From an optimization exercise on the open Yosys and OpenROAD flow, aimed at small area and a short achievable clock period; shortcuts taken in it are not production practice.
At most, simulation tests tie the RTL to the original design; equivalence was not proved.

==> flow/design.v (excerpt) <==
module ENIGMA(
	clk,
	rst_n,
	in_valid,
	in_valid_2,
	crypt_mode,
	code_in,
	out_code,
	out_valid
);
clock: 15.0 ns
lec_check: 0
cap_margin: 20
core_margin: 2
core_utilization: 45
cts_cluster_diameter: 100
cts_cluster_size: 24
place_density: 0.6
slew_margin: 20
tns_end_percent: 5
standard.sh (not shown) runs the stock make flow with config.mk's settings and CLKGATE_MAP_FILE= SYNTH_SCRIPT=/design/flow/synth_recipe.tcl, a recipe that flattens the netlist after the stock synthesis.
==> flow/flow/run.sh <==
#!/bin/bash
set -euo pipefail
bash standard.sh finish SETUP_SLACK_MARGIN=10 > make_finish.log 2>&1
Then changed:
--- a/flow/design.v
+++ b/flow/design.v
@@ -97,51 +97,35 @@
 always @(*) begin
 	for (k = 0; k < 4; k = k + 1) begin
 		win[4 + k] = ra[{wb, k[1:0]}];
 		win[k]     = ra[{wb1, k[1:0]}];
 	end
 end
-reg [7:0] cgrp [0:3];        
-reg [5:0] nc [0:3];
-always @(*) begin
+always @(posedge clk) begin
 	for (k = 0; k < 4; k = k + 1)
-		nc[k] = win[{1'b1, w[1:0]} - k];
-end
-always @(posedge clk) begin
-	for (k = 0; k < 4; k = k + 1) begin
-		cand[k] <= nc[k];
-		cgrp[k] <= 8'd1 << nc[k][5:3];
-	end
-end
-reg [2:0] bsc [0:3];
+		cand[k] <= win[{1'b1, w[1:0]} - k];
+end
 reg [5:0] s2;
 reg [2:0] bslot;
 reg [3:0] s2lo;              
 integer c;
 always @(*) begin
 	s2 = 6'd0;
 	bslot = 3'd0;
 	s2lo = 4'd0;
 	for (c = 0; c < 4; c = c + 1) begin
 		s2 = s2 | ({6{shh[c]}} & cand[c]);
-		bslot = bslot | ({3{shh[c]}} & bsc[c]);
+		bslot = bslot | ({3{shh[c]}} & pt[cand[c][2:0]]);
 		for (k = 0; k < 4; k = k + 1)
 			s2lo[k] = s2lo[k] | (shh[c] & (cand[c][1:0] == k));
 	end
 end
-reg [7:0] gsel;
 reg [5:0] bg [0:7];
 always @(*) begin
-	gsel = 8'd0;
-	for (c = 0; c < 4; c = c + 1)
-		gsel = gsel | ({8{shh[c]}} & cgrp[c]);
-	for (k = 0; k < 8; k = k + 1) begin
-		bg[k] = 6'd0;
-		for (g = 0; g < 8; g = g + 1)
-			bg[k] = bg[k] | ({6{gsel[g]}} & rb[8 * g + k]);
-	end
+	for (k = 0; k < 8; k = k + 1)
+		bg[k] = rb[{s2[5:3], k[2:0]}];
 end
 wire [5:0] s3 = bg[bslot];
 wire [5:0] s4 = ~s3;
 wire [63:0] hit;
 genvar gi;
 generate for (gi = 0; gi < 64; gi = gi + 1) begin : cam_b
@@ -172,18 +156,12 @@
 wire [3:0] shn = mode ? s5q : s2lo;
 wire [2:0] ty = s3[2:0] ^ {3{mode}};
 reg [2:0] ptd [0:7];
 always @(*) begin
 	for (k = 0; k < 8; k = k + 1)
 		ptd[k] = pt[k] - 3'd1;
-end
-always @(posedge clk) begin
-	for (k = 0; k < 4; k = k + 1) begin
-		if (iv) bsc[k] <= nc[k][2:0];
-		else bsc[k] <= v1 ? ptd[grp_src(ty, nc[k][2:0])] : ptd[nc[k][2:0]];
-	end
 end
 always @(posedge clk) begin
 	if (iv) begin
 		ro_lag <= 6'd63;
 		shh    <= 4'b0001;
 		for (k = 0; k < 8; k = k + 1) begin
What happened:
- The changed run passed the timing, design-rule and antenna checks
- flip-flop and latch count fell by 28
- count of clock-buffer cells in the layout fell by 2
- non-clock buffer count fell by 118
- final cell count fell by about 13%
- setup slack gains 2.3 ns
Only the layout flow was run in the first run of this note; the RTL was not checked for function there.

========
Setup of run 1:
The RTL this note starts from:
==> flow/design.v <==
module ENIGMA(
	clk,
	rst_n,
	in_valid,
	in_valid_2,
	crypt_mode,
	code_in,
	out_code,
	out_valid
);
input clk;
input rst_n;
input in_valid;
input in_valid_2;
input crypt_mode;
input [5:0] code_in;
output reg out_valid;
output reg [5:0] out_code;
integer i, g, k;
function [2:0] grp_src;
	input [2:0] ty;
	input [2:0] p;
	begin
		case (ty)
			3'd1: grp_src = p ^ 3'd1;
			3'd2: grp_src = p ^ 3'd2;
			3'd3: grp_src = (p == 3'd0 || p == 3'd7) ? p : (p <= 3'd3 ? p + 3'd3 : p - 3'd3);
			3'd4: grp_src = p ^ 3'd4;
			3'd5: grp_src = (p == 3'd3 || p == 3'd4) ? p : (p <= 3'd2 ? p + 3'd5 : p - 3'd5);
			3'd6: case (p)
					3'd0: grp_src = 3'd6; 3'd1: grp_src = 3'd7; 3'd2: grp_src = 3'd3; 3'd3: grp_src = 3'd2;
					3'd4: grp_src = 3'd5; 3'd5: grp_src = 3'd4; 3'd6: grp_src = 3'd0; default: grp_src = 3'd1;
				  endcase
			3'd7: grp_src = 3'd7 - p;
			default: grp_src = p;
		endcase
	end
endfunction
reg iv, iv2;
reg cm;
reg [5:0] code;
always @(posedge clk or negedge rst_n) begin
	if (!rst_n) begin
		iv  <= 1'b0;
		iv2 <= 1'b0;
	end else begin
		iv  <= in_valid;
		iv2 <= in_valid_2;
	end
end
always @(posedge clk) begin
	cm   <= crypt_mode;
	code <= code_in;
end
reg [6:0] cnt;
reg mode;
always @(posedge clk or negedge rst_n) begin
	if (!rst_n) cnt <= 7'd0;
	else if (iv) cnt <= cnt + 7'd1;
	else cnt <= 7'd0;
end
always @(posedge clk or negedge rst_n) begin
	if (!rst_n) mode <= 1'b0;
	else if (iv && cnt == 7'd0) mode <= cm;
end
reg [5:0] ra [0:63];         
reg [5:0] rb [0:63];         
wire loadA = iv & ~cnt[6];
always @(posedge clk) begin
	for (i = 0; i < 63; i = i + 1)
		ra[i] <= ra[i + 1];
	ra[63] <= loadA ? code : ra[0];
end
always @(posedge clk) begin
	for (g = 0; g < 8; g = g + 1) begin
		for (k = 0; k < 7; k = k + 1)
			rb[8 * g + k] <= rb[8 * g + k + 1];
		rb[8 * g + 7] <= (iv && cnt[6] && cnt[5:3] == g) ? code : rb[8 * g];
	end
end
reg [5:0] ro_lag;
reg [3:0] shh;
reg [2:0] pt [0:7];          
reg [2:0] qt [0:7];          
wire [1:0] sh_r = {shh[2] | shh[3], shh[1] | shh[3]};
wire [5:0] ro_off = ro_lag + 6'd1 + {4'd0, sh_r};
reg v1;
always @(posedge clk or negedge rst_n) begin
	if (!rst_n) v1 <= 1'b0;
	else v1 <= iv2;
end
wire [5:0] w = code - ro_off;
wire [3:0] wb = w[5:2];
wire [3:0] wb1 = w[5:2] - 4'd1;
reg [5:0] win [0:7];         
reg [5:0] cand [0:3];        
always @(*) begin
	for (k = 0; k < 4; k = k + 1) begin
		win[4 + k] = ra[{wb, k[1:0]}];
		win[k]     = ra[{wb1, k[1:0]}];
	end
end
always @(posedge clk) begin
	for (k = 0; k < 4; k = k + 1)
		cand[k] <= win[{1'b1, w[1:0]} - k];
end
reg [5:0] s2;
reg [2:0] bslot;
reg [3:0] s2lo;              
integer c;
always @(*) begin
	s2 = 6'd0;
	bslot = 3'd0;
	s2lo = 4'd0;
	for (c = 0; c < 4; c = c + 1) begin
		s2 = s2 | ({6{shh[c]}} & cand[c]);
		bslot = bslot | ({3{shh[c]}} & pt[cand[c][2:0]]);
		for (k = 0; k < 4; k = k + 1)
			s2lo[k] = s2lo[k] | (shh[c] & (cand[c][1:0] == k));
	end
end
reg [5:0] bg [0:7];
always @(*) begin
	for (k = 0; k < 8; k = k + 1)
		bg[k] = rb[{s2[5:3], k[2:0]}];
end
wire [5:0] s3 = bg[bslot];
wire [5:0] s4 = ~s3;
wire [63:0] hit;
genvar gi;
generate for (gi = 0; gi < 64; gi = gi + 1) begin : cam_b
	assign hit[gi] = (rb[gi] == s4);
end endgenerate
reg [7:0] hit_slot;
reg [7:0] hit_grp;
reg [2:0] s5lo;
reg [3:0] s5q;               
always @(*) begin
	for (k = 0; k < 8; k = k + 1) begin
		hit_slot[k] = hit[k] | hit[8 + k] | hit[16 + k] | hit[24 + k] |
		              hit[32 + k] | hit[40 + k] | hit[48 + k] | hit[56 + k];
		hit_grp[k]  = |hit[8 * k +: 8];
	end
	s5lo = 3'd0;
	s5q = 4'd0;
	for (k = 0; k < 8; k = k + 1) begin
		s5lo = s5lo | ({3{hit_slot[k]}} & qt[k]);
		for (c = 0; c < 4; c = c + 1)
			s5q[c] = s5q[c] | (hit_slot[k] & (qt[k][1:0] == c));
	end
end
wire [2:0] s5hi = {hit_grp[4] | hit_grp[5] | hit_grp[6] | hit_grp[7],
                   hit_grp[2] | hit_grp[3] | hit_grp[6] | hit_grp[7],
                   hit_grp[1] | hit_grp[3] | hit_grp[5] | hit_grp[7]};
wire [5:0] s5 = {s5hi, s5lo};
wire [3:0] shn = mode ? s5q : s2lo;
wire [2:0] ty = s3[2:0] ^ {3{mode}};
reg [2:0] ptd [0:7];
always @(*) begin
	for (k = 0; k < 8; k = k + 1)
		ptd[k] = pt[k] - 3'd1;
end
always @(posedge clk) begin
	if (iv) begin
		ro_lag <= 6'd63;
		shh    <= 4'b0001;
		for (k = 0; k < 8; k = k + 1) begin
			pt[k] <= k;
			qt[k] <= k;
		end
	end else begin
		ro_lag <= ro_off;
		shh    <= v1 ? shn : 4'b0001;
		for (k = 0; k < 8; k = k + 1) begin
			pt[k] <= v1 ? ptd[grp_src(ty, k)] : ptd[k];
			qt[k] <= v1 ? grp_src(ty, qt[(k + 1) % 8]) : qt[(k + 1) % 8];
		end
	end
end
reg v2;
reg [5:0] s5_r;
reg [5:0] off_r;
always @(posedge clk or negedge rst_n) begin
	if (!rst_n) v2 <= 1'b0;
	else v2 <= v1;
end
always @(posedge clk) begin
	s5_r  <= s5;
	off_r <= ro_off + 6'd1;
end
reg [5:0] hitA;
always @(*) begin
	hitA = 6'd0;
	for (k = 0; k < 64; k = k + 1)
		if (ra[k] == s5_r) hitA = hitA | k;
end
wire [5:0] s6 = hitA + off_r;
always @(posedge clk or negedge rst_n) begin
	if (!rst_n) begin
		out_valid <= 1'b0;
		out_code  <= 6'd0;
	end else begin
		out_valid <= v2;
		out_code  <= v2 ? s6 : 6'd0;
	end
end
endmodule
clock: 15.0 ns
lec_check: 0
cap_margin: 20
core_margin: 2
core_utilization: 45
place_density: 0.6
slew_margin: 20
tns_end_percent: 5
Scripts as last shown in full above: flow/flow/run.sh
Input changes introduced in run 2 (baseline for comparison: run 1):
==> flow/design.v <==
module ENIGMA(
	clk,
	rst_n,
	in_valid,
	in_valid_2,
	crypt_mode,
	code_in,
	out_code,
	out_valid
);
input clk;
input rst_n;
input in_valid;
input in_valid_2;
input crypt_mode;
input [5:0] code_in;
output reg out_valid;
output reg [5:0] out_code;
integer i, g, k;
function [2:0] grp_src;
	input [2:0] ty;
	input [2:0] p;
	begin
		case (ty)
			3'd1: grp_src = p ^ 3'd1;
			3'd2: grp_src = p ^ 3'd2;
			3'd3: grp_src = (p == 3'd0 || p == 3'd7) ? p : (p <= 3'd3 ? p + 3'd3 : p - 3'd3);
			3'd4: grp_src = p ^ 3'd4;
			3'd5: grp_src = (p == 3'd3 || p == 3'd4) ? p : (p <= 3'd2 ? p + 3'd5 : p - 3'd5);
			3'd6: case (p)
					3'd0: grp_src = 3'd6; 3'd1: grp_src = 3'd7; 3'd2: grp_src = 3'd3; 3'd3: grp_src = 3'd2;
					3'd4: grp_src = 3'd5; 3'd5: grp_src = 3'd4; 3'd6: grp_src = 3'd0; default: grp_src = 3'd1;
				  endcase
			3'd7: grp_src = 3'd7 - p;
			default: grp_src = p;
		endcase
	end
endfunction
reg iv, iv2;
reg cm;
reg [5:0] code;
always @(posedge clk or negedge rst_n) begin
	if (!rst_n) begin
		iv  <= 1'b0;
		iv2 <= 1'b0;
	end else begin
		iv  <= in_valid;
		iv2 <= in_valid_2;
	end
end
always @(posedge clk) begin
	cm   <= crypt_mode;
	code <= code_in;
end
reg [6:0] cnt;
reg mode;
always @(posedge clk or negedge rst_n) begin
	if (!rst_n) cnt <= 7'd0;
	else if (iv) cnt <= cnt + 7'd1;
	else cnt <= 7'd0;
end
always @(posedge clk or negedge rst_n) begin
	if (!rst_n) mode <= 1'b0;
	else if (iv && cnt == 7'd0) mode <= cm;
end
reg [5:0] ra [0:63];         
reg [5:0] rb [0:63];         
wire loadA = iv & ~cnt[6];
always @(posedge clk) begin
	for (i = 0; i < 63; i = i + 1)
		ra[i] <= ra[i + 1];
	ra[63] <= loadA ? code : ra[0];
end
always @(posedge clk) begin
	for (g = 0; g < 8; g = g + 1) begin
		for (k = 0; k < 7; k = k + 1)
			rb[8 * g + k] <= rb[8 * g + k + 1];
		rb[8 * g + 7] <= (iv && cnt[6] && cnt[5:3] == g) ? code : rb[8 * g];
	end
end
reg [5:0] ro_lag;
reg [1:0] sh_r;
reg [2:0] pt [0:7];          
reg [2:0] qt [0:7];          
wire [5:0] ro_off = ro_lag + 6'd1 + {4'd0, sh_r};
reg v1;
always @(posedge clk or negedge rst_n) begin
	if (!rst_n) v1 <= 1'b0;
	else v1 <= iv2;
end
wire [5:0] w = code - ro_off;
wire [3:0] wb = w[5:2];
wire [3:0] wb1 = w[5:2] - 4'd1;
reg [5:0] win [0:7];         
reg [5:0] cand [0:3];        
always @(*) begin
	for (k = 0; k < 4; k = k + 1) begin
		win[4 + k] = ra[{wb, k[1:0]}];
		win[k]     = ra[{wb1, k[1:0]}];
	end
end
always @(posedge clk) begin
	for (k = 0; k < 4; k = k + 1)
		cand[k] <= win[{1'b1, w[1:0]} - k];
end
wire [5:0] s2 = cand[sh_r];
reg [5:0] bg [0:7];
always @(*) begin
	for (k = 0; k < 8; k = k + 1)
		bg[k] = rb[{s2[5:3], k[2:0]}];
end
reg [2:0] bs [0:3];
always @(*) begin
	for (k = 0; k < 4; k = k + 1)
		bs[k] = pt[cand[k][2:0]];
end
wire [2:0] bslot = bs[sh_r];
wire [5:0] s3 = bg[bslot];
wire [5:0] s4 = ~s3;
wire [63:0] hit;
genvar gi;
generate for (gi = 0; gi < 64; gi = gi + 1) begin : cam_b
	assign hit[gi] = (rb[gi] == s4);
end endgenerate
reg [7:0] hit_slot;
reg [7:0] hit_grp;
reg [2:0] s5lo;
always @(*) begin
	for (k = 0; k < 8; k = k + 1) begin
		hit_slot[k] = hit[k] | hit[8 + k] | hit[16 + k] | hit[24 + k] |
		              hit[32 + k] | hit[40 + k] | hit[48 + k] | hit[56 + k];
		hit_grp[k]  = |hit[8 * k +: 8];
	end
	s5lo = 3'd0;
	for (k = 0; k < 8; k = k + 1)
		s5lo = s5lo | ({3{hit_slot[k]}} & qt[k]);
end
wire [2:0] s5hi = {hit_grp[4] | hit_grp[5] | hit_grp[6] | hit_grp[7],
                   hit_grp[2] | hit_grp[3] | hit_grp[6] | hit_grp[7],
                   hit_grp[1] | hit_grp[3] | hit_grp[5] | hit_grp[7]};
wire [5:0] s5 = {s5hi, s5lo};
wire [1:0] sh = mode ? s5[1:0] : s2[1:0];
wire [2:0] ty = mode ? s4[2:0] : s3[2:0];
always @(posedge clk) begin
	if (iv) begin
		ro_lag <= 6'd63;
		sh_r   <= 2'd0;
		for (k = 0; k < 8; k = k + 1) begin
			pt[k] <= k;
			qt[k] <= k;
		end
	end else begin
		ro_lag <= ro_off;
		sh_r   <= v1 ? sh : 2'd0;
		for (k = 0; k < 8; k = k + 1) begin
			pt[k] <= (v1 ? pt[grp_src(ty, k)] : pt[k]) - 3'd1;
			qt[k] <= v1 ? grp_src(ty, qt[(k + 1) % 8]) : qt[(k + 1) % 8];
		end
	end
end
reg v2;
reg [5:0] s5_r;
reg [5:0] off_r;
always @(posedge clk or negedge rst_n) begin
	if (!rst_n) v2 <= 1'b0;
	else v2 <= v1;
end
always @(posedge clk) begin
	s5_r  <= s5;
	off_r <= ro_off + 6'd1;
end
reg [5:0] hitA;
always @(*) begin
	hitA = 6'd0;
	for (k = 0; k < 64; k = k + 1)
		if (ra[k] == s5_r) hitA = hitA | k;
end
wire [5:0] s6 = hitA + off_r;
always @(posedge clk or negedge rst_n) begin
	if (!rst_n) begin
		out_valid <= 1'b0;
		out_code  <= 6'd0;
	end else begin
		out_valid <= v2;
		out_code  <= v2 ? s6 : 6'd0;
	end
end
endmodule
Findings:
Every run in the comparison, run 2 and run 1, completed the flow with a clean layout.
STATUS area after synthesis: run 2 wins against run 1
Run 2 vs. run 1: xor/xnor share of the synthesized area now larger; average wire per cell in the routed design lower.
Diff run 1 -> run 2 | multi-input combinational area share | decrease of 0.96 points
Run 1 vs run 2, cell with the largest stage delay on the worst path: o211ai_1 vs nor4_1
Of run 2 and run 1, the run reporting the higher depth of the worst register-to-register path was run 1.

[port drivers added, routing unchanged]
In the flow no input, the clock included, has a driving cell. The finished layouts below were timed again as built, in two steps. Step 1 sets driving cells, clkbuf_16 on the clock port and buf_2 on the other inputs (assumed; they add their load-dependent delay and slew). Step 2, shift: input delay + t, output delay - t, t = (earliest + latest rising clock arrival at the registers) / 2. This alone moves slack from input paths to output paths. Three values: ideal ports, drivers, drivers and shift; two values: the first two.
run | t, ns | slack for setup (ns) | latest minus earliest clock arrival (ns) | slew at the worst register clock pin (ns)
the first run of note 1 | 0.783 | 7.628 / 7.628 / 7.628 | 0.068 / 0.069 | 0.12 / 0.12
the second run of note 1 | 0.740 | 9.956 / 9.956 / 9.956 | 0.041 / 0.041 | 0.11 / 0.11
run 1 | 0.764 | 9.896 / 9.896 / 9.896 | 0.040 / 0.040 | 0.07 / 0.07
run 2 | 0.770 | 9.643 / 9.643 / 9.643 | 0.033 / 0.034 | 0.07 / 0.07
After both steps every run listed still meets setup and hold.
